This design comes from an exercise in tuning for small area on the open sky130 flow, not from production work.
At most, simulation tests tie the RTL to the original design; equivalence was not proved.
For run 3, only the layout was checked, not whether the RTL still works.

==> flow/design.v (outline; a module is shown in full before it is edited, if it fits) <==
// module dds_mod_dds: 170 lines
// module dds_mod_dds_sine: 826 lines
// module dp_mod: 1168 lines
module dp_mod
	(
	input signed [15:0] id_data,	 
	input [23:0] id_frec_por,		 
	input [15:0] id_im_am,			 
	input [15:0] id_im_fm,			 
	input ic_fm_am, 				 
	input ic_rst,					 
	input ic_val_data,
	input clk,
	output signed [15:0] od_data,	 
	output oc_val_data
	);
  // ...
==> flow/flow/run.sh <==
#!/bin/bash
set -euo pipefail
R=orfs/results/sky130hd/dp_mod/base
bash standard.sh synth > standard_synth.log 2>&1
cp "$R/1_2_yosys.v" 1_2_yosys.std.v
python3 flow/invopt.py 1_2_yosys.std.v "$R/1_2_yosys.v" > invopt.log 2>&1
rm -f "$R/1_synth.odb"
bash standard.sh > standard.log 2>&1
==> flow/flow/invopt.py <==
#!/usr/bin/env python3
"""Inverter minimisation on a yosys gate-level netlist (sky130hd cells).
Full adders are self-dual: complementing all three inputs complements both outputs, so
each FA may be flipped. XOR2/XNOR2 absorb input inversions and may flip their output by
swapping xor2<->xnor2 (same footprint family). Inverter chains are collapsed and rebuilt
so that each signal needs at most one inverter. Registers and all other cells are kept.
usage: invopt.py in.v out.v"""
import re, sys, random
src=open(sys.argv[1]).read()
m=re.search(r'(module\s+\w+\s*\(.*?\);)(.*?)(endmodule)',src,re.S)
head,body,tail=m.group(1),m.group(2),m.group(3)
# split body into statements
stmts=[s.strip() for s in re.split(r';\s*\n',body) if s.strip()]
decls=[]; cells=[]
cellre=re.compile(r'^(\S+)\s+(\S+|\\\S+\s)\s*\((.*)\)$',re.S)
portnets=set(); outports=set(); inports=set()
for s in stmts:
    if re.match(r'^(input|output|wire|inout)\b',s):
        decls.append(s)
        mm=re.match(r'^(input|output)\s*(\[(\d+):(\d+)\])?\s*(\S+)$',s)
        if mm:
            nm=mm.group(5)
            if mm.group(2):
                hi,lo=int(mm.group(3)),int(mm.group(4))
                bits=[f"{nm}[{i}]" for i in range(min(hi,lo),max(hi,lo)+1)]
            else: bits=[nm]
            (outports if mm.group(1)=='output' else inports).update(bits)
        continue
    if s.startswith('assign'): raise SystemExit('assign not supported')
    mm=cellre.match(s)
    if not mm: raise SystemExit('cannot parse: '+s[:200])
    typ,name,pins=mm.group(1),mm.group(2).strip(),mm.group(3)
    pd={}
    for p,n in re.findall(r'\.(\w+)\(\s*((?:\\\S+\s)|[^()]*?)\s*\)',pins):
        pd[p]=n.strip()
    cells.append([typ,name,pd])
def short(t): return t.replace('sky130_fd_sc_hd__','')
OUTP={'X','Y','Q','Q_N','SUM','COUT','HI','LO'}
def is_inv(t): return re.match(r'(clk)?inv_\d+$',short(t)) is not None
def is_fa(t): return re.match(r'fa_\d+$',short(t)) is not None
def is_xor(t): return re.match(r'x(n)?or2_\d+$',short(t)) is not None
def netkey(n): return n
drv={}
for i,(t,nm,pd) in enumerate(cells):
    for p,n in pd.items():
        if p in OUTP: drv[n]=(i,p)
# inverters to collapse: those whose output is not a port
collapse=set()
for i,(t,nm,pd) in enumerate(cells):
    if is_inv(t) and pd['Y'] not in outports: collapse.add(i)
def root(n):
    par=0; seen=0
    while n in drv and drv[n][0] in collapse:
        i=drv[n][0]; n=cells[i][2]['A']; par^=1; seen+=1
        if seen>1000: raise SystemExit('loop')
    return n,par
# loads: list of (cell idx, pin, root, parity)
loads=[]
for i,(t,nm,pd) in enumerate(cells):
    if i in collapse: continue
    for p,n in pd.items():
        if p in OUTP: continue
        if n.startswith("1'") or n=='' : continue
        r,par=root(n)
        loads.append((i,p,r,par))
# output ports driven by collapsed inverters? (excluded from collapse) ; output ports driven directly are fine
# variables
var={}  # cell idx -> 0/1 flip
for i,(t,nm,pd) in enumerate(cells):
    if i in collapse: continue
    if is_fa(t) or is_xor(t): var[i]=0
def drvflip(r):
    if r in drv:
        i,p=drv[r]
        if i in var: return var[i]
    return 0
loads_by_root={}
for L in loads: loads_by_root.setdefault(L[2],[]).append(L)
def needs(L):
    i,p,r,par=L
    t=cells[i][0]
    if is_xor(t) and i in var: return 0
    lf=var.get(i,0) if is_fa(t) else 0
    return par ^ lf ^ drvflip(r)
def rootcost(r):
    return 1 if any(needs(L) for L in loads_by_root.get(r,[])) else 0
# roots affected by a var: its output nets and its input roots
aff={}
for i in var:
    rs=set()
    for p,n in cells[i][2].items():
        if p in OUTP: rs.add(n)
    for L in loads:
        pass
    aff[i]=rs
for L in loads:
    if L[0] in var: aff[L[0]].add(L[2])
allroots=set(loads_by_root)
def total(): return sum(rootcost(r) for r in allroots)
c0=total(); print('inverters before (roots needing complement):',c0,'original inverter cells:',len(collapse),file=sys.stderr)
random.seed(1)
import math
order=list(var)
cur=total(); best=cur; bestvar=dict(var)
T=1.0
for step in range(200000):
    i=random.choice(order)
    before=sum(rootcost(r) for r in aff[i])
    var[i]^=1
    after=sum(rootcost(r) for r in aff[i])
    d=after-before
    if d<=0 or random.random()<math.exp(-d/T):
        cur+=d
        if cur<best: best=cur; bestvar=dict(var)
    else: var[i]^=1
    T=max(0.02,1.0*(1-step/150000))
var.update(bestvar)
c1=total(); print('after:',c1,file=sys.stderr)
# emit
newcells=[]; newwires=[]; invnet={}
def inv_of(r):
    if r not in invnet:
        k=len(invnet); n=f"_invopt_{k}_"; invnet[r]=n; newwires.append(n)
        newcells.append(('sky130_fd_sc_hd__inv_1',f"_invopt_c{k}_",{'A':r,'Y':n}))
    return invnet[r]
load_map={}
for L in loads:
    i,p,r,par=L
    t=cells[i][0]
    if is_xor(t) and i in var:
        load_map[(i,p)]=(r, par ^ drvflip(r))  # connect root directly; record delivered inversion
    else:
        load_map[(i,p)]=(inv_of(r) if needs(L) else r, 0)
out=[]
for i,(t,nm,pd) in enumerate(cells):
    if i in collapse: continue
    pd=dict(pd)
    if is_xor(t) and i in var:
        d=0
        for p in list(pd):
            if p in OUTP: continue
            if (i,p) in load_map:
                n,dv=load_map[(i,p)]; pd[p]=n; d^=dv
        orig_xnor = 'xnor' in short(t)
        new_xnor = orig_xnor ^ var[i] ^ d
        drive=short(t).split('_')[-1]
        t=f"sky130_fd_sc_hd__{'xnor2' if new_xnor else 'xor2'}_{drive}"
        onet=pd.pop('X',None) or pd.pop('Y')
        pd['Y' if new_xnor else 'X']=onet
    else:
        for p in list(pd):
            if (i,p) in load_map: pd[p]=load_map[(i,p)][0]
    out.append((t,nm,pd))
out+=newcells
def emit(t,nm,pd):
    ps=",\n".join(f"    .{p}({n} )" for p,n in pd.items())
    return f"  {t} {nm} (\n{ps}\n  );"
# FA flips: output nets unchanged names; their loads were computed with flips. Note an FA output that
# feeds a port directly (not through inverter) with flip=1 would be wrong: guard
for i in var:
    if var[i] and is_fa(cells[i][0]):
        for p,n in cells[i][2].items():
            if p in OUTP and n in outports: raise SystemExit('flipped FA drives port')
    if var[i] and is_xor(cells[i][0]):
        for p,n in cells[i][2].items():
            if p in OUTP and n in outports: raise SystemExit('flipped XOR drives port')
res=head+"\n"+"\n".join("  "+d+" ;" for d in decls)+"\n"+"\n".join(f"  wire {w} ;" for w in newwires)+"\n"+"\n".join(emit(*c) for c in out)+"\n"+tail+"\n"
open(sys.argv[2],'w').write(res)
print('inverter cells after:',len(newcells),file=sys.stderr)
==> flow/standard.sh <==
#!/bin/bash
# synth_recipe.tcl (not shown) runs the flow's synth.tcl, then flattens the netlist and writes it again
# the make line also repeats each setting of config.mk as NAME=value (left out here)
make -C /OpenROAD-flow-scripts/flow DESIGN_CONFIG=/design/flow/config.mk WORK_HOME=/design/flow/orfs CLKGATE_MAP_FILE= SYNTH_SCRIPT=/design/flow/synth_recipe.tcl "${@:-finish}"
==> flow/config.mk <==
export PLATFORM = sky130hd
export DESIGN_NAME = dp_mod
export DESIGN_NICKNAME = dp_mod
export VERILOG_FILES = /design/flow/design.v
export SDC_FILE = /design/flow/constraint.sdc
export NUM_CORES = 4
export LEC_CHECK = 0
export ABC_AREA = 1
export CAP_MARGIN = 20
export CORE_MARGIN = 2
export CORE_UTILIZATION = 55
export CTS_CLUSTER_DIAMETER = 70
export CTS_CLUSTER_SIZE = 30
export PLACE_DENSITY = 0.65
export SLEW_MARGIN = 20
export SYNTH_MEMORY_MAX_BITS = 131072
==> flow/constraint.sdc <==
create_clock -name core_clock -period 12.0 [get_ports {clk}]
set_input_delay 2.4000 -clock core_clock [delete_from_list [all_inputs] [get_ports {clk}]]
set_output_delay 2.4000 -clock core_clock [all_outputs]
set_load 0.01 [all_outputs]
==> impl_results.md, run 1 <==
* Hold Path Cell Cnt at 0
* CP Launch Type: input port
* Yosys warns at 3
* Reg-to-Reg Start: dds.z[13]
* Cell area after layout at 29300 sq um
* Met2 Routed Length at 43600 um
* WP data required at 12.39 ns
* Commonest non-fill, non-tap cell in the layout: nand2_1
* GR peak layer: met2
* Status: complete, no violations
* Setup Viol. Count Final at 0
* Skew final at 0.0389 ns
* Antenna-violating nets left at 0
* Worst slew pin tran at 1.19 ns
* Worst setup path start: id_im_am[8]
* Post_cts resized at 0
* Die Wd at 222 um
* DRT Wirelength at 97100 um
* P&R area growth vs syn at 11.7%
* Clock buffer cells at 16
* DRT Pass-1 Iters at 8
* First-pass GRT wire length at 149000 um
* I/O pin count at 93
==> module dds_mod_dds, before the edit <==
module dds_mod_dds (
	input clk,
	input ic_rst,			 
	input ic_rh1,			 
	input ic_rh2,			 
	input [23:0] id_inc,	 
	input [23:0] id_frec,	 
	output [14:0] od_sin_mag,
	output od_sin_neg
);
logic [23:0] acc;
logic [14:0] x_ph;			 
logic [14:0] z0, z;		 
logic [15:0] sin_r;		 
wire ac1, ac2, ac3, ac4, ac5, ac6, ac7, ac8, ac9, ac10, ac11, ac12, ac13, ac14, ac15, ac16;
wire ac17, ac18, ac19, ac20, ac21, ac22, ac23, ac24, ac25, ac26, ac27, ac28, ac29, ac30, ac31, ac32;
wire ac33, ac34, ac35, ac36, ac37, ac38, ac39, ac40, ac41, ac42, ac43, ac44, ac45, ac46, ac47, ac48;
wire ac49, ac50, ac51, ac52, ac53, ac54, ac55, ac56, ac57, ac58, ac59, ac60, ac61, ac62, ac63, ac64;
wire ac65, ac66, ac67, ac68, ac69, ac70, ac71, ac72, ac73, ac74, ac75, ac76, ac77, ac78, ac79, ac80;
wire ac81, ac82, ac83, ac84, ac85, ac86, ac87, ac88, ac89, ac90, ac91, ac92, ac93, ac94, ac95, ac96;
wire ac97, ac98, ac99, ac100, ac101, ac102, ac103, ac104, ac105, ac106, ac107, ac108, ac109, ac110, ac111, ac112;
wire ac113, ac114, ac115, ac116, ac117, ac118, ac119, ac120, ac121, ac122, ac123, ac124, ac125, ac126, ac127, ac128;
wire ac129, ac130, ac131, ac132;
assign ac1 = acc[0] ^ id_inc[0];
assign ac2 = acc[0] & id_inc[0];
assign ac3 = acc[1] ^ id_inc[1] ^ id_frec[1];
assign ac4 = (acc[1] & id_inc[1]) | (acc[1] & id_frec[1]) | (id_inc[1] & id_frec[1]);
assign ac5 = acc[2] ^ id_inc[2] ^ id_frec[2];
assign ac6 = (acc[2] & id_inc[2]) | (acc[2] & id_frec[2]) | (id_inc[2] & id_frec[2]);
assign ac7 = acc[3] ^ id_inc[3] ^ id_frec[3];
assign ac8 = (acc[3] & id_inc[3]) | (acc[3] & id_frec[3]) | (id_inc[3] & id_frec[3]);
assign ac9 = acc[4] ^ id_inc[4] ^ id_frec[4];
assign ac10 = (acc[4] & id_inc[4]) | (acc[4] & id_frec[4]) | (id_inc[4] & id_frec[4]);
assign ac11 = acc[5] ^ id_inc[5] ^ id_frec[5];
assign ac12 = (acc[5] & id_inc[5]) | (acc[5] & id_frec[5]) | (id_inc[5] & id_frec[5]);
assign ac13 = acc[6] ^ id_inc[6] ^ id_frec[6];
assign ac14 = (acc[6] & id_inc[6]) | (acc[6] & id_frec[6]) | (id_inc[6] & id_frec[6]);
assign ac15 = acc[7] ^ id_inc[7] ^ id_frec[7];
assign ac16 = (acc[7] & id_inc[7]) | (acc[7] & id_frec[7]) | (id_inc[7] & id_frec[7]);
assign ac17 = acc[8] ^ id_inc[8] ^ id_frec[8];
assign ac18 = (acc[8] & id_inc[8]) | (acc[8] & id_frec[8]) | (id_inc[8] & id_frec[8]);
assign ac19 = acc[9] ^ id_inc[9] ^ id_frec[9];
assign ac20 = (acc[9] & id_inc[9]) | (acc[9] & id_frec[9]) | (id_inc[9] & id_frec[9]);
assign ac21 = acc[10] ^ id_inc[10] ^ id_frec[10];
assign ac22 = (acc[10] & id_inc[10]) | (acc[10] & id_frec[10]) | (id_inc[10] & id_frec[10]);
assign ac23 = acc[11] ^ id_inc[11] ^ id_frec[11];
assign ac24 = (acc[11] & id_inc[11]) | (acc[11] & id_frec[11]) | (id_inc[11] & id_frec[11]);
assign ac25 = acc[12] ^ id_inc[12] ^ id_frec[12];
assign ac26 = (acc[12] & id_inc[12]) | (acc[12] & id_frec[12]) | (id_inc[12] & id_frec[12]);
assign ac27 = acc[13] ^ id_inc[13] ^ id_frec[13];
assign ac28 = (acc[13] & id_inc[13]) | (acc[13] & id_frec[13]) | (id_inc[13] & id_frec[13]);
assign ac29 = acc[14] ^ id_inc[14] ^ id_frec[14];
assign ac30 = (acc[14] & id_inc[14]) | (acc[14] & id_frec[14]) | (id_inc[14] & id_frec[14]);
assign ac31 = acc[15] ^ id_inc[15] ^ id_frec[15];
assign ac32 = (acc[15] & id_inc[15]) | (acc[15] & id_frec[15]) | (id_inc[15] & id_frec[15]);
assign ac33 = acc[16] ^ id_inc[16] ^ id_frec[16];
assign ac34 = (acc[16] & id_inc[16]) | (acc[16] & id_frec[16]) | (id_inc[16] & id_frec[16]);
assign ac35 = acc[17] ^ id_inc[17] ^ id_frec[17];
assign ac36 = (acc[17] & id_inc[17]) | (acc[17] & id_frec[17]) | (id_inc[17] & id_frec[17]);
assign ac37 = acc[18] ^ id_inc[18] ^ id_frec[18];
assign ac38 = (acc[18] & id_inc[18]) | (acc[18] & id_frec[18]) | (id_inc[18] & id_frec[18]);
assign ac39 = acc[19] ^ id_inc[19] ^ id_frec[19];
assign ac40 = (acc[19] & id_inc[19]) | (acc[19] & id_frec[19]) | (id_inc[19] & id_frec[19]);
assign ac41 = acc[20] ^ id_inc[20] ^ id_frec[20];
assign ac42 = (acc[20] & id_inc[20]) | (acc[20] & id_frec[20]) | (id_inc[20] & id_frec[20]);
assign ac43 = acc[21] ^ id_inc[21] ^ id_frec[21];
assign ac44 = (acc[21] & id_inc[21]) | (acc[21] & id_frec[21]) | (id_inc[21] & id_frec[21]);
assign ac45 = acc[22] ^ id_inc[22] ^ id_frec[22];
assign ac46 = (acc[22] & id_inc[22]) | (acc[22] & id_frec[22]) | (id_inc[22] & id_frec[22]);
assign ac47 = acc[23] ^ id_inc[23] ^ id_frec[23];
assign ac48 = (acc[23] & id_inc[23]) | (acc[23] & id_frec[23]) | (id_inc[23] & id_frec[23]);
assign ac49 = ac1 ^ id_frec[0];
assign ac50 = ac1 & id_frec[0];
assign ac51 = ac2 ^ ac3 ^ ac50;
assign ac52 = (ac2 & ac3) | (ac2 & ac50) | (ac3 & ac50);
assign ac53 = ac4 ^ ac5 ^ ac52;
assign ac54 = (ac4 & ac5) | (ac4 & ac52) | (ac5 & ac52);
assign ac55 = ac6 ^ ac7 ^ ac54;
assign ac56 = (ac6 & ac7) | (ac6 & ac54) | (ac7 & ac54);
assign ac57 = ac8 ^ ac9 ^ ac56;
assign ac58 = (ac8 & ac9) | (ac8 & ac56) | (ac9 & ac56);
assign ac59 = ac10 ^ ac11 ^ ac58;
assign ac60 = (ac10 & ac11) | (ac10 & ac58) | (ac11 & ac58);
assign ac61 = ac12 ^ ac13 ^ ac60;
assign ac62 = (ac12 & ac13) | (ac12 & ac60) | (ac13 & ac60);
assign ac63 = ac14 ^ ac15 ^ ac62;
assign ac64 = (ac14 & ac15) | (ac14 & ac62) | (ac15 & ac62);
assign ac65 = ac16 ^ ac17 ^ ac64;
assign ac66 = (ac16 & ac17) | (ac16 & ac64) | (ac17 & ac64);
assign ac67 = ac18 ^ ac19 ^ ac66;
assign ac68 = (ac18 & ac19) | (ac18 & ac66) | (ac19 & ac66);
assign ac69 = ac20 ^ ac21 ^ ac68;
assign ac70 = (ac20 & ac21) | (ac20 & ac68) | (ac21 & ac68);
assign ac71 = ac22 ^ ac23 ^ ac70;
assign ac72 = (ac22 & ac23) | (ac22 & ac70) | (ac23 & ac70);
assign ac73 = ac24 ^ ac25;
assign ac74 = ac24 & ac25;
assign ac75 = ~(ac24 ^ ac25);
assign ac76 = ac24 | ac25;
assign ac77 = ac26 ^ ac27 ^ ac74;
assign ac78 = (ac26 & ac27) | (ac26 & ac74) | (ac27 & ac74);
assign ac79 = ac26 ^ ac27 ^ ac76;
assign ac80 = (ac26 & ac27) | (ac26 & ac76) | (ac27 & ac76);
assign ac81 = ac28 ^ ac29 ^ ac78;
assign ac82 = (ac28 & ac29) | (ac28 & ac78) | (ac29 & ac78);
assign ac83 = ac28 ^ ac29 ^ ac80;
assign ac84 = (ac28 & ac29) | (ac28 & ac80) | (ac29 & ac80);
assign ac85 = ac30 ^ ac31 ^ ac82;
assign ac86 = (ac30 & ac31) | (ac30 & ac82) | (ac31 & ac82);
assign ac87 = ac30 ^ ac31 ^ ac84;
assign ac88 = (ac30 & ac31) | (ac30 & ac84) | (ac31 & ac84);
assign ac89 = ac32 ^ ac33 ^ ac86;
assign ac90 = (ac32 & ac33) | (ac32 & ac86) | (ac33 & ac86);
assign ac91 = ac32 ^ ac33 ^ ac88;
assign ac92 = (ac32 & ac33) | (ac32 & ac88) | (ac33 & ac88);
assign ac93 = ac34 ^ ac35 ^ ac90;
assign ac94 = (ac34 & ac35) | (ac34 & ac90) | (ac35 & ac90);
assign ac95 = ac34 ^ ac35 ^ ac92;
assign ac96 = (ac34 & ac35) | (ac34 & ac92) | (ac35 & ac92);
assign ac97 = ac36 ^ ac37 ^ ac94;
assign ac98 = (ac36 & ac37) | (ac36 & ac94) | (ac37 & ac94);
assign ac99 = ac36 ^ ac37 ^ ac96;
assign ac100 = (ac36 & ac37) | (ac36 & ac96) | (ac37 & ac96);
assign ac101 = ac38 ^ ac39 ^ ac98;
assign ac102 = (ac38 & ac39) | (ac38 & ac98) | (ac39 & ac98);
assign ac103 = ac38 ^ ac39 ^ ac100;
assign ac104 = (ac38 & ac39) | (ac38 & ac100) | (ac39 & ac100);
assign ac105 = ac40 ^ ac41 ^ ac102;
assign ac106 = (ac40 & ac41) | (ac40 & ac102) | (ac41 & ac102);
assign ac107 = ac40 ^ ac41 ^ ac104;
assign ac108 = (ac40 & ac41) | (ac40 & ac104) | (ac41 & ac104);
assign ac109 = ac42 ^ ac43 ^ ac106;
assign ac110 = (ac42 & ac43) | (ac42 & ac106) | (ac43 & ac106);
assign ac111 = ac42 ^ ac43 ^ ac108;
assign ac112 = (ac42 & ac43) | (ac42 & ac108) | (ac43 & ac108);
assign ac113 = ac44 ^ ac45 ^ ac110;
assign ac114 = (ac44 & ac45) | (ac44 & ac110) | (ac45 & ac110);
assign ac115 = ac44 ^ ac45 ^ ac112;
assign ac116 = (ac44 & ac45) | (ac44 & ac112) | (ac45 & ac112);
assign ac117 = ac46 ^ ac47 ^ ac114;
assign ac118 = (ac46 & ac47) | (ac46 & ac114) | (ac47 & ac114);
assign ac119 = ac46 ^ ac47 ^ ac116;
assign ac120 = (ac46 & ac47) | (ac46 & ac116) | (ac47 & ac116);
assign ac121 = ac72 ? ac75 : ac73;
assign ac122 = ac72 ? ac79 : ac77;
assign ac123 = ac72 ? ac83 : ac81;
assign ac124 = ac72 ? ac87 : ac85;
assign ac125 = ac72 ? ac91 : ac89;
assign ac126 = ac72 ? ac95 : ac93;
assign ac127 = ac72 ? ac99 : ac97;
assign ac128 = ac72 ? ac103 : ac101;
assign ac129 = ac72 ? ac107 : ac105;
assign ac130 = ac72 ? ac111 : ac109;
assign ac131 = ac72 ? ac115 : ac113;
assign ac132 = ac72 ? ac119 : ac117;
wire [23:0] acc_n = {ac132, ac131, ac130, ac129, ac128, ac127, ac126, ac125, ac124, ac123, ac122, ac121, ac71, ac69, ac67, ac65, ac63, ac61, ac59, ac57, ac55, ac53, ac51, ac49};
wire [14:0] y;
wire [12:0] z_a = z[12:0] ^ {13{z[13]}};
dds_mod_dds_sine rom (.a(z_a), .y(y));
wire hold = ic_rh1 | ic_rh2;
always_ff @(posedge clk) begin
	acc <= (ic_rst | ic_rh1) ? 24'd0 : acc_n;
	x_ph <= acc[23:9];
	z0 <= hold ? 15'd0 : x_ph;
	z <= z0;
	sin_r <= hold ? 16'd0 : {z[14], y};
end
assign od_sin_mag = sin_r[14:0];
assign od_sin_neg = sin_r[15];
endmodule
==> run 2, diff against run 1 <==
--- a/flow/design.v
+++ b/flow/design.v
@@ -158,17 +158,17 @@
 wire [12:0] z_a = z[12:0] ^ {13{z[13]}};
 dds_mod_dds_sine rom (.a(z_a), .y(y));
 wire hold = ic_rh1 | ic_rh2;
 always_ff @(posedge clk) begin
 	acc <= (ic_rst | ic_rh1) ? 24'd0 : acc_n;
 	x_ph <= acc[23:9];
 	z0 <= hold ? 15'd0 : x_ph;
 	z <= z0;
-	sin_r <= hold ? 16'd0 : {z[14], y};
+	sin_r <= {z[14], y};
 end
 assign od_sin_mag = sin_r[14:0];
 assign od_sin_neg = sin_r[15];
 endmodule
 module dds_mod_dds_sine (
   input  [12:0] a,
   output [14:0] y
 );
@@ -2136,20 +2136,20 @@
 	ma <= mr;
 	if (ic_fm_am)
 		yq <= id_im_fm;
 	else if (ic_rst | rh1)
 		yq <= 16'd0;
 	else
 		yq <= {1'b0, ~ma[14], ma[13:0]};
 	b0res <= fmq ? pm[30:7] : 24'd0;
-	if (ic_rst)
+	if (ic_rst | rh2 | rh3 | (fmq & rh1))
 		od_r <= 16'd0;
 	else if (fmq)
-		od_r <= rh1 ? 16'd0 : pos;
+		od_r <= pos;
 	else
 		od_r <= pm[30:15];
 	vd <= ic_rst ? 7'd0 : {vd[5:0], ic_val_data};
 end
 dds_mod_dds dds (
 	.clk(clk),
 	.ic_rst(ic_rst),
 	.ic_rh1(rh1),
--- a/flow/flow/invopt.py
+++ b/flow/flow/invopt.py
@@ -34,16 +34,17 @@
     for p,n in re.findall(r'\.(\w+)\(\s*((?:\\\S+\s)|[^()]*?)\s*\)',pins):
         pd[p]=n.strip()
     cells.append([typ,name,pd])
 def short(t): return t.replace('sky130_fd_sc_hd__','')
 OUTP={'X','Y','Q','Q_N','SUM','COUT','HI','LO'}
 def is_inv(t): return re.match(r'(clk)?inv_\d+$',short(t)) is not None
 def is_fa(t): return re.match(r'fa_\d+$',short(t)) is not None
 def is_xor(t): return re.match(r'x(n)?or2_\d+$',short(t)) is not None
+def is_ha(t): return re.match(r'ha_\d+$',short(t)) is not None
 def netkey(n): return n
 drv={}
 for i,(t,nm,pd) in enumerate(cells):
     for p,n in pd.items():
         if p in OUTP: drv[n]=(i,p)
 # inverters to collapse: those whose output is not a port
 collapse=set()
 for i,(t,nm,pd) in enumerate(cells):
@@ -63,61 +64,69 @@
         if n.startswith("1'") or n=='' : continue
         r,par=root(n)
         loads.append((i,p,r,par))
 # output ports driven by collapsed inverters? (excluded from collapse) ; output ports driven directly are fine
 # variables
 var={}  # cell idx -> 0/1 flip
 for i,(t,nm,pd) in enumerate(cells):
     if i in collapse: continue
-    if is_fa(t) or is_xor(t): var[i]=0
+    if is_fa(t) or is_xor(t) or is_ha(t): var[i]=0
 def drvflip(r):
     if r in drv:
         i,p=drv[r]
-        if i in var: return var[i]
+        if i in var:
+            if is_ha(cells[i][0]): return (var[i]>>(1 if p=='COUT' else 0))&1
+            return var[i]
     return 0
 loads_by_root={}
 for L in loads: loads_by_root.setdefault(L[2],[]).append(L)
 def needs(L):
     i,p,r,par=L
     t=cells[i][0]
     if is_xor(t) and i in var: return 0
     lf=var.get(i,0) if is_fa(t) else 0
     return par ^ lf ^ drvflip(r)
 def rootcost(r):
-    return 1 if any(needs(L) for L in loads_by_root.get(r,[])) else 0
+    c=4*(1 if any(needs(L) for L in loads_by_root.get(r,[])) else 0)
+    if r in drv:
+        i,p=drv[r]
+        if i in var and is_ha(cells[i][0]) and p=='SUM' and var[i]==1: c+=3
+    return c
 # roots affected by a var: its output nets and its input roots
 aff={}
 for i in var:
     rs=set()
     for p,n in cells[i][2].items():
         if p in OUTP: rs.add(n)
     for L in loads:
         pass
     aff[i]=rs
 for L in loads:
     if L[0] in var: aff[L[0]].add(L[2])
 allroots=set(loads_by_root)
 def total(): return sum(rootcost(r) for r in allroots)
-c0=total(); print('inverters before (roots needing complement):',c0,'original inverter cells:',len(collapse),file=sys.stderr)
+c0=total(); print('cost before:',c0,'original inverter cells:',len(collapse),file=sys.stderr)
 random.seed(1)
 import math
 order=list(var)
 cur=total(); best=cur; bestvar=dict(var)
 T=1.0
 for step in range(200000):
     i=random.choice(order)
     before=sum(rootcost(r) for r in aff[i])
-    var[i]^=1
+    old=var[i]
+    if is_ha(cells[i][0]): var[i]=random.choice([x for x in range(4) if x!=old])
+    else: var[i]^=1
     after=sum(rootcost(r) for r in aff[i])
     d=after-before
-    if d<=0 or random.random()<math.exp(-d/T):
+    if d<=0 or random.random()<math.exp(-d/(4*T)):
         cur+=d
         if cur<best: best=cur; bestvar=dict(var)
-    else: var[i]^=1
+    else: var[i]=old
     T=max(0.02,1.0*(1-step/150000))
 var.update(bestvar)
 c1=total(); print('after:',c1,file=sys.stderr)
 # emit
 newcells=[]; newwires=[]; invnet={}
 def inv_of(r):
     if r not in invnet:
         k=len(invnet); n=f"_invopt_{k}_"; invnet[r]=n; newwires.append(n)
@@ -142,28 +151,42 @@
             if (i,p) in load_map:
                 n,dv=load_map[(i,p)]; pd[p]=n; d^=dv
         orig_xnor = 'xnor' in short(t)
         new_xnor = orig_xnor ^ var[i] ^ d
         drive=short(t).split('_')[-1]
         t=f"sky130_fd_sc_hd__{'xnor2' if new_xnor else 'xor2'}_{drive}"
         onet=pd.pop('X',None) or pd.pop('Y')
         pd['Y' if new_xnor else 'X']=onet
+    elif is_ha(t) and i in var and var[i]!=0:
+        for p in list(pd):
+            if (i,p) in load_map: pd[p]=load_map[(i,p)][0]
+        sf=var[i]&1; cf=(var[i]>>1)&1
+        out.append(('sky130_fd_sc_hd__xnor2_1' if sf else 'sky130_fd_sc_hd__xor2_1', nm+'_s' if not nm.startswith('\\') else nm+'_s', {'A':pd['A'],'B':pd['B'],('Y' if sf else 'X'):pd['SUM']}))
+        out.append(('sky130_fd_sc_hd__nand2_1' if cf else 'sky130_fd_sc_hd__and2_1', nm+'_c', {'A':pd['A'],'B':pd['B'],('Y' if cf else 'X'):pd['COUT']}))
+        continue
     else:
         for p in list(pd):
             if (i,p) in load_map: pd[p]=load_map[(i,p)][0]
     out.append((t,nm,pd))
+# size new inverters by fanout (inv_2 has the same area as inv_1 in sky130hd)
+fo={}
+for (i,p),(n,_) in load_map.items(): fo[n]=fo.get(n,0)+1
+newcells=[(('sky130_fd_sc_hd__inv_2' if fo.get(pd['Y'],0)>3 else t),nm,pd) for (t,nm,pd) in newcells]
 out+=newcells
 def emit(t,nm,pd):
     ps=",\n".join(f"    .{p}({n} )" for p,n in pd.items())
     return f"  {t} {nm} (\n{ps}\n  );"
 # FA flips: output nets unchanged names; their loads were computed with flips. Note an FA output that
 # feeds a port directly (not through inverter) with flip=1 would be wrong: guard
 for i in var:
     if var[i] and is_fa(cells[i][0]):
         for p,n in cells[i][2].items():
             if p in OUTP and n in outports: raise SystemExit('flipped FA drives port')
+    if var[i] and is_ha(cells[i][0]):
+        for p,n in cells[i][2].items():
+            if p in OUTP and n in outports: raise SystemExit('flipped HA drives port')
     if var[i] and is_xor(cells[i][0]):
         for p,n in cells[i][2].items():
             if p in OUTP and n in outports: raise SystemExit('flipped XOR drives port')
 res=head+"\n"+"\n".join("  "+d+" ;" for d in decls)+"\n"+"\n".join(f"  wire {w} ;" for w in newwires)+"\n"+"\n".join(emit(*c) for c in out)+"\n"+tail+"\n"
 open(sys.argv[2],'w').write(res)
 print('inverter cells after:',len(newcells),file=sys.stderr)
==> impl_results.md, run 2 <==
* Status: complete, no violations (unchanged)
* Clock Pin Slew Worst Setup and Hold Paths at 0.11 ns (was 0.10 ns)
* Hold Path Class: flop to flop (unchanged)
* Crit-path max cell delay at 0.76 ns (was 0.56 ns)
* CP most frequent cell: fa_1 (unchanged)
* Dpl hpwl at 75700 um (was 75400 um)
* Die Wd at 221 um (was 222 um)
* Remaining DRCs at 0 (unchanged)
* Avg Cell Area, Syn at 8.15 sq um (was 8.29 sq um)
* Area of the multi-input gates at 19300 sq um (was 19600 sq um)
* Final #Nets at 3780 (was 3870)
* Arrival @ worst endpoint at 11.80 ns (was 11.86 ns)
* Initial Util at 55.5% (was 55.3%)
* Top Registers: b0res x24, dds.acc x24 (unchanged)
* I/O pin count at 93 (unchanged)
* Slew Viols, Final at 0 (unchanged)
* CTS tree: yes (unchanged)
* Worst slew pin tran at 1.11 ns (was 1.19 ns)
* Initial antenna violation count at 2 (was 3)
* Vias in the first global route at 24900 (was 25000)
* Reg area at 4610 sq um (was 4600 sq um)
* Cells after Synth at 3163 (was 3167)
* Total track usage at 41.1% (was 39.4%)
* Die ar. at 48600 sq um (was 49500 sq um)
* Clock Sinks at 230 (unchanged)
* P&R area growth vs syn at 10.8% (was 11.7%)
* Largest net degree at the start of global routing at 76 (was 64)
* CP max FO at 7 (unchanged)
* Postcts setup bufs at 0 (unchanged)
* Cts hold-fix bufs at 0 (unchanged)
* Skew final at 0.0308 ns (was 0.0389 ns)
* Worst slew margin at 25.2% (was 20.4%)
* RSZ-0062 raised after global routing: false (unchanged)
* Commonest non-fill, non-tap cell in the layout: nand2_1 (unchanged)
* Setup CP Type: flop to flop (was input port to flop)
* Setup TNS at 0 ns (unchanged)
* Slowest-stage cell, CP: nor2_1 (was fa_1)
* Die H at 221 um (was 222 um)
* Antenna-violating nets left at 0 (unchanged)
* H-tree levels at 1 (unchanged)
* Clk Latency, worst-skew pair at 0.50 ns (was 0.52 ns)
* Vias/cell at 6.30 (was 6.22)
* Total global routing overflow at 0 (unchanged)
* Inserted Diodes at 0 (unchanged)
* Drt initial violations at 3054 (was 3350)
* Avg WL per Cell at 25.4 um (was 24.7 um)
* Rows at 79 (was 80)
* Via count at 24400 (about the same)
* Crit path capture type: flop (unchanged)
* Setup Viol. Count Final at 0 (unchanged)
* DRT Pass-1 Iters at 8 (unchanged)
* Layout cells sized above 1 at 10.1% (was 9.67%)
* Maxcap violations at 0 (unchanged)
* Clock tree buffer depth at 3 (unchanged)
* Fin util at 61.5% (was 61.8%)
* Post_cts resized at 0 (unchanged)
* Max frequency at 0.0877 GHz (was 0.0872 GHz)
* Fillers at 3965 (was 4107)
* Final Hold Fails at 0 (unchanged)
* Final period util at 95.0% (was 95.6%)
* Root buf cell: clkbuf_16 (unchanged)
* Mapped Area at 25800 sq um (was 26300 sq um)
* WP data required at 12.40 ns (was 12.39 ns)
* Routability cong. at 1.05 (was 1.08)
* CP Launch Type: flop (was input port)
* Port Buffers at 92 (unchanged)
* DRT Wirelength at 98500 um (was 97100 um)
* Core Region at 46500 sq um (was 47400 sq um)
* Syn Nets at 3672 (was 3733)
* Clock buffer count from CTS at 12 (was 14)
* First-pass GRT wire length at 150000 um (was 149000 um)
* Minimum clock period at 11.40 ns (was 11.47 ns)
* Yosys warns at 3 (unchanged)
* Commonest non-fill, non-tap cells in the layout: nand2_1, fa_1, nor2_1 (was nand2_1, inv_1, fa_1)
-- run 2: final cells by class --
cell class | count | area share [%]
multi-input cells | 2429 | 67.6
flip-flops and latches | 230 | 16.1
repair buffers | 262 | 7.90
inverters | 336 | 4.41
well taps | 607 | 2.66
clock buffers | 13 | 1.14
clock inverters | 4 | 0.171
-- run 2: per-stage QoR --
| stage | cells | cell area [sq um] | hold slack [ns] | setup WS [ns] |
|---|---|---|---|---|
| after detailed placement | 3864 | 28200 | 0.312 | 0.0101 |
| after global routing | 3881 | 28600 | 0.336 | 0.117 |
| after CTS | 3881 | 28600 | 0.329 | 0.610 |
| after floorplan | 3163 | 25800 | 0.310 | 0.942 |
| after global placement | 3863 | 28200 | 0.311 | 0.307 |
| final | 3881 | 28600 | 0.329 | 0.603 |
-- run 2: critical path: cells and delay by family, from the launching register on --
kind / cells / cell delay (ns)
XOR/XNOR: 3 / 1.03
AO/OA/AOI/OAI: 8 / 0.97
adder cells (fa/ha/maj): 19 / 6.48
buffers and inverters: 5 / 0.70
AND/OR/NAND/NOR: 8 / 1.78
flip-flops: 1 / 0.36
-- run 2: path summary, 6_finish.rpt --
path              from             to  slack, ns  cells after the start
min          dds.z0[5]       dds.z[5]       0.33                      0
max reg2reg  dds.z[13]  dds.sin_r[14]       0.60                     43
max          dds.z[13]  dds.sin_r[14]       0.60                     43
min reg2reg  dds.z0[5]       dds.z[5]       0.33                      0
-- run 2: per-layer routing --
| metal | vias up | routed length [um] | track usage, % |
|---|---|---|---|
| met1 | 11900 | 38200 | 55.1 |
| li1 | 10500 | - | - |
| met3 | 343 | 11600 | 9.81 |
| met5 | - | 24 | 0 |
| met4 | 4 | 4860 | 16.7 |
| met2 | 1629 | 43800 | 64.3 |
==> run 3, diff against run 2 <==
--- a/flow/design.v
+++ b/flow/design.v
@@ -19,7 +19,4 @@
 wire ac65, ac66, ac67, ac68, ac69, ac70, ac71, ac72, ac73, ac74, ac75, ac76, ac77, ac78, ac79, ac80;
 wire ac81, ac82, ac83, ac84, ac85, ac86, ac87, ac88, ac89, ac90, ac91, ac92, ac93, ac94, ac95, ac96;
-wire ac97, ac98, ac99, ac100, ac101, ac102, ac103, ac104, ac105, ac106, ac107, ac108, ac109, ac110, ac111, ac112;
-wire ac113, ac114, ac115, ac116, ac117, ac118, ac119, ac120, ac121, ac122, ac123, ac124, ac125, ac126, ac127, ac128;
-wire ac129, ac130, ac131, ac132;
 assign ac1 = acc[0] ^ id_inc[0];
 assign ac2 = acc[0] & id_inc[0];
@@ -94,65 +91,29 @@
 assign ac71 = ac22 ^ ac23 ^ ac70;
 assign ac72 = (ac22 & ac23) | (ac22 & ac70) | (ac23 & ac70);
-assign ac73 = ac24 ^ ac25;
-assign ac74 = ac24 & ac25;
-assign ac75 = ~(ac24 ^ ac25);
-assign ac76 = ac24 | ac25;
-assign ac77 = ac26 ^ ac27 ^ ac74;
-assign ac78 = (ac26 & ac27) | (ac26 & ac74) | (ac27 & ac74);
-assign ac79 = ac26 ^ ac27 ^ ac76;
-assign ac80 = (ac26 & ac27) | (ac26 & ac76) | (ac27 & ac76);
-assign ac81 = ac28 ^ ac29 ^ ac78;
-assign ac82 = (ac28 & ac29) | (ac28 & ac78) | (ac29 & ac78);
-assign ac83 = ac28 ^ ac29 ^ ac80;
-assign ac84 = (ac28 & ac29) | (ac28 & ac80) | (ac29 & ac80);
-assign ac85 = ac30 ^ ac31 ^ ac82;
-assign ac86 = (ac30 & ac31) | (ac30 & ac82) | (ac31 & ac82);
-assign ac87 = ac30 ^ ac31 ^ ac84;
-assign ac88 = (ac30 & ac31) | (ac30 & ac84) | (ac31 & ac84);
-assign ac89 = ac32 ^ ac33 ^ ac86;
-assign ac90 = (ac32 & ac33) | (ac32 & ac86) | (ac33 & ac86);
-assign ac91 = ac32 ^ ac33 ^ ac88;
-assign ac92 = (ac32 & ac33) | (ac32 & ac88) | (ac33 & ac88);
-assign ac93 = ac34 ^ ac35 ^ ac90;
-assign ac94 = (ac34 & ac35) | (ac34 & ac90) | (ac35 & ac90);
-assign ac95 = ac34 ^ ac35 ^ ac92;
-assign ac96 = (ac34 & ac35) | (ac34 & ac92) | (ac35 & ac92);
-assign ac97 = ac36 ^ ac37 ^ ac94;
-assign ac98 = (ac36 & ac37) | (ac36 & ac94) | (ac37 & ac94);
-assign ac99 = ac36 ^ ac37 ^ ac96;
-assign ac100 = (ac36 & ac37) | (ac36 & ac96) | (ac37 & ac96);
-assign ac101 = ac38 ^ ac39 ^ ac98;
-assign ac102 = (ac38 & ac39) | (ac38 & ac98) | (ac39 & ac98);
-assign ac103 = ac38 ^ ac39 ^ ac100;
-assign ac104 = (ac38 & ac39) | (ac38 & ac100) | (ac39 & ac100);
-assign ac105 = ac40 ^ ac41 ^ ac102;
-assign ac106 = (ac40 & ac41) | (ac40 & ac102) | (ac41 & ac102);
-assign ac107 = ac40 ^ ac41 ^ ac104;
-assign ac108 = (ac40 & ac41) | (ac40 & ac104) | (ac41 & ac104);
-assign ac109 = ac42 ^ ac43 ^ ac106;
-assign ac110 = (ac42 & ac43) | (ac42 & ac106) | (ac43 & ac106);
-assign ac111 = ac42 ^ ac43 ^ ac108;
-assign ac112 = (ac42 & ac43) | (ac42 & ac108) | (ac43 & ac108);
-assign ac113 = ac44 ^ ac45 ^ ac110;
-assign ac114 = (ac44 & ac45) | (ac44 & ac110) | (ac45 & ac110);
-assign ac115 = ac44 ^ ac45 ^ ac112;
-assign ac116 = (ac44 & ac45) | (ac44 & ac112) | (ac45 & ac112);
-assign ac117 = ac46 ^ ac47 ^ ac114;
-assign ac118 = (ac46 & ac47) | (ac46 & ac114) | (ac47 & ac114);
-assign ac119 = ac46 ^ ac47 ^ ac116;
-assign ac120 = (ac46 & ac47) | (ac46 & ac116) | (ac47 & ac116);
-assign ac121 = ac72 ? ac75 : ac73;
-assign ac122 = ac72 ? ac79 : ac77;
-assign ac123 = ac72 ? ac83 : ac81;
-assign ac124 = ac72 ? ac87 : ac85;
-assign ac125 = ac72 ? ac91 : ac89;
-assign ac126 = ac72 ? ac95 : ac93;
-assign ac127 = ac72 ? ac99 : ac97;
-assign ac128 = ac72 ? ac103 : ac101;
-assign ac129 = ac72 ? ac107 : ac105;
-assign ac130 = ac72 ? ac111 : ac109;
-assign ac131 = ac72 ? ac115 : ac113;
-assign ac132 = ac72 ? ac119 : ac117;
-wire [23:0] acc_n = {ac132, ac131, ac130, ac129, ac128, ac127, ac126, ac125, ac124, ac123, ac122, ac121, ac71, ac69, ac67, ac65, ac63, ac61, ac59, ac57, ac55, ac53, ac51, ac49};
+assign ac73 = ac24 ^ ac25 ^ ac72;
+assign ac74 = (ac24 & ac25) | (ac24 & ac72) | (ac25 & ac72);
+assign ac75 = ac26 ^ ac27 ^ ac74;
+assign ac76 = (ac26 & ac27) | (ac26 & ac74) | (ac27 & ac74);
+assign ac77 = ac28 ^ ac29 ^ ac76;
+assign ac78 = (ac28 & ac29) | (ac28 & ac76) | (ac29 & ac76);
+assign ac79 = ac30 ^ ac31 ^ ac78;
+assign ac80 = (ac30 & ac31) | (ac30 & ac78) | (ac31 & ac78);
+assign ac81 = ac32 ^ ac33 ^ ac80;
+assign ac82 = (ac32 & ac33) | (ac32 & ac80) | (ac33 & ac80);
+assign ac83 = ac34 ^ ac35 ^ ac82;
+assign ac84 = (ac34 & ac35) | (ac34 & ac82) | (ac35 & ac82);
+assign ac85 = ac36 ^ ac37 ^ ac84;
+assign ac86 = (ac36 & ac37) | (ac36 & ac84) | (ac37 & ac84);
+assign ac87 = ac38 ^ ac39 ^ ac86;
+assign ac88 = (ac38 & ac39) | (ac38 & ac86) | (ac39 & ac86);
+assign ac89 = ac40 ^ ac41 ^ ac88;
+assign ac90 = (ac40 & ac41) | (ac40 & ac88) | (ac41 & ac88);
+assign ac91 = ac42 ^ ac43 ^ ac90;
+assign ac92 = (ac42 & ac43) | (ac42 & ac90) | (ac43 & ac90);
+assign ac93 = ac44 ^ ac45 ^ ac92;
+assign ac94 = (ac44 & ac45) | (ac44 & ac92) | (ac45 & ac92);
+assign ac95 = ac46 ^ ac47 ^ ac94;
+assign ac96 = (ac46 & ac47) | (ac46 & ac94) | (ac47 & ac94);
+wire [23:0] acc_n = {ac95, ac93, ac91, ac89, ac87, ac85, ac83, ac81, ac79, ac77, ac75, ac73, ac71, ac69, ac67, ac65, ac63, ac61, ac59, ac57, ac55, ac53, ac51, ac49};
 wire [14:0] y;
 wire [12:0] z_a = z[12:0] ^ {13{z[13]}};
--- a/flow/flow/run.sh
+++ b/flow/flow/run.sh
@@ -6,3 +6,3 @@
 python3 flow/invopt.py 1_2_yosys.std.v "$R/1_2_yosys.v" > invopt.log 2>&1
 rm -f "$R/1_synth.odb"
-bash standard.sh > standard.log 2>&1
+bash standard.sh "BUFFER_PORTS_ARGS=-buffer_cell sky130_fd_sc_hd__buf_1" finish > standard.log 2>&1
--- a/flow/config.mk
+++ b/flow/config.mk
@@ -12,4 +12,5 @@
 export CTS_CLUSTER_DIAMETER = 70
 export CTS_CLUSTER_SIZE = 30
+export GPL_TIMING_DRIVEN = 1
 export PLACE_DENSITY = 0.65
 export SLEW_MARGIN = 20
==> impl_results.md, run 3 <==
* Layout cells sized above 1 at 9.19% (was 10.1%)
* Slowest-stage cell, CP: fa_1 (was nor2_1)
* WP data required at 12.39 ns (was 12.40 ns)
* CTS tree: yes (unchanged)
* Avg Cell Area, Syn at 8.23 sq um (was 8.15 sq um)
* Hold Path Class: flop to flop (unchanged)
* Hold Path Cell Cnt at 0 (unchanged)
* Initial antenna violation count at 5 (was 2)
* Die ar. at 48700 sq um (was 48600 sq um)
* Total global routing overflow at 0 (unchanged)
* Fin util at 59.6% (was 61.5%)
* Via count at 23800 (was 24400)
* Port Buffers at 92 (unchanged)
* Crit-path max cell delay at 0.51 ns (was 0.76 ns)
* Antenna-violating nets left at 0 (unchanged)
* Final #Nets at 3701 (was 3780)
* CP most frequent cell: fa_1 (unchanged)
* Avg WL per Cell at 24.2 um (was 25.4 um)
* Top Registers: b0res x24, dds.acc x24 (unchanged)
* Vias in the first global route at 23500 (was 24900)
* Die H at 221 um (about the same)
* Setup CP Type: input port to flop (was flop to flop)
* Clock Pin Slew Worst Setup and Hold Paths at 0.11 ns (about the same)
* Fillers at 4156 (was 3965)
* Crit path capture type: flop (unchanged)
* Worst r2r dst: dds.sin_r[14] (unchanged)
* Vias/cell at 6.25 (was 6.30)
* Final Worst Setup Slack at 0.335 ns (was 0.603 ns)
* Core Region at 46500 sq um (unchanged)
* Reg-to-Reg Start: dds.z[13] (unchanged)
* Largest net degree at the start of global routing at 44 (was 76)
* Yosys warns at 3 (unchanged)
* Commonest non-fill, non-tap cells in the layout: nand2_1, fa_1, nor2_1 (unchanged)
* Syn Nets at 3645 (was 3672)
* Min-Delay Startpoint: dds.z[14] (was dds.z0[5])
* Remaining DRCs at 0 (unchanged)
* Clock Sinks at 230 (unchanged)
* Skew final at 0.0357 ns (was 0.0308 ns)
* Final Hold Fails at 0 (unchanged)
* Die Wd at 221 um (about the same)
* Maxcap violations at 0 (unchanged)
* CP Launch Type: input port (was flop)
* I/O pin count at 93 (unchanged)
* Hold Path End: dds.sin_r[15] (was dds.z[5])
* Status: complete, no violations (unchanged)
* Worst setup path start: id_frec_por[1] (was dds.z[13])
* Clk Latency, worst-skew pair at 0.51 ns (was 0.50 ns)
* Arrival @ worst endpoint at 12.06 ns (was 11.80 ns)
* Clock buffer count from CTS at 14 (was 12)
* Setup TNS at 0 ns (unchanged)
* Clock tree buffer depth at 3 (unchanged)
* Rows at 79 (unchanged)
* R2R Setup Slk at 0.65 ns (was 0.60 ns)
* Final period util at 97.2% (was 95.0%)
* Routability cong. at 1.10 (was 1.05)
* Worst slew pin tran at 1.07 ns (was 1.11 ns)
* Dpl hpwl at 72000 um (was 75700 um)
* Total track usage at 38.2% (was 41.1%)
* H-tree levels at 1 (unchanged)
* Final hold slack at 0.332 ns (was 0.329 ns)
* Initial Util at 55.6% (was 55.5%)
* Cts hold-fix bufs at 0 (unchanged)
* DRT Wirelength at 92100 um (was 98500 um)
* Minimum clock period at 11.67 ns (was 11.40 ns)
* Worst slew margin at 28.1% (was 25.2%)
* Place WS at -0.542 ns (was 0.0101 ns)
* P&R area growth vs syn at 7.10% (was 10.8%)
* DRT Pass-1 Iters at 7 (was 8)
* Drt initial violations at 2953 (was 3054)
* Max frequency at 0.0857 GHz (was 0.0877 GHz)
* Slew Viols, Final at 0 (unchanged)
* Mapped Area at 25800 sq um (about the same)
* Setup Viol. Count Final at 0 (unchanged)
* Commonest non-fill, non-tap cell in the layout: nand2_1 (unchanged)
* CP max FO at 2 (was 7)
* Worst r2r path cells at 40 (was 43)
* Cells after Synth at 3139 (was 3163)
* Postcts setup bufs at 0 (unchanged)
* Root buf cell: clkbuf_16 (unchanged)
* RSZ-0062 raised after global routing: false (unchanged)
* First-pass GRT wire length at 141000 um (was 150000 um)
==> run 3: metrics by stage <==
stage               instance area [sq um]  cells
floorplan                           25800   3139
global placement                    27100   3786
detailed placement                  27100   3786
CTS                                 27700   3807
global route                        27700   3807
finish                              27700   3808
==> run 3: layout make-up <==
class	instances	area, sq um	area share (%)
multi-input cells	2396	19300	69.7
flip-flops and latches	230	4600	16.6
inverters	347	1300	4.71
repair buffers	206	1210	4.39
well taps	607	759	2.74
clock buffers	16	379	1.37
clock inverters	5	123	0.443
diodes	1	2.50	0.00904
==> run 3: critical path: cells and delay by family <==
kind,cells,cell delay [ns]
XOR/XNOR,1,0.20
adder cells (fa/ha/maj),23,9.16
buffers and inverters,2,0.23
AO/OA/AOI/OAI,1,0.05
==> run 3: metal layers <==
| metal | vias up | wire (um) | part of all wire, % | global-route usage, % |
|---|---|---|---|---|
| met3 | 290 | 11500 | 13 | 11.2 |
| li1 | 10300 | - | - | - |
| met2 | 1548 | 39800 | 43 | 57.6 |
| met5 | - | 34 | 0.037 | 0 |
| met1 | 11600 | 37200 | 40 | 53.0 |
| met4 | 4 | 3590 | 3.9 | 12.0 |
==> run 3: worst max-delay path by stage <==
stage | endpoint | slack (ns) | cells past startpoint
after detailed placement | dds.acc[23] | -0.54 | 27
after floorplan | dds.acc[23] | 0.28 | 26
final | dds.acc[23] | 0.33 | 27
after CTS | dds.acc[23] | 0.01 | 27
after global placement | dds.acc[23] | -0.29 | 27
after global routing | dds.acc[23] | 0.05 | 27
==> run 3: repair_timing <==
action                     CTS  global route
gates resized for setup      1             5
setup endpoints to repair    1             1
pin swaps                    0             0

re-timing with driven ports:
How much do the figures lean on ideal ports? The routed layouts below were timed once more, with nothing changed but the port constraints. Step 1 sets driving cells, clkbuf_16 on the clock port and buf_2 on the other inputs (assumed; they add their load-dependent delay and slew). Step 2 times the ports against the registers' clock, not the clock port: input delays grow and output delays shrink by t, the midpoint of the rising clock arrivals with the driver on. a / b / c = ideal ports / drivers / drivers and shift; a / b = the first two.
run | shift t [ns] | setup WS [ns] | worst setup path after step 2 | clock arrival spread, ns
run 1 | 0.549 | 0.530 / 0.559 / 0.010 | input to register | 0.039 / 0.039
run 2 | 0.541 | 0.603 / 0.603 / 0.099 | input to register | 0.032 / 0.032
run 3 | 0.545 | 0.335 / 0.367 / -0.178 | input to register | 0.035 / 0.036
With both steps, setup timing fails in run 3, where it was met with ideal ports. For run 1, which loses most, drivers alone change the setup slack by +0.029 ns; drivers and shift together by -0.520 ns.
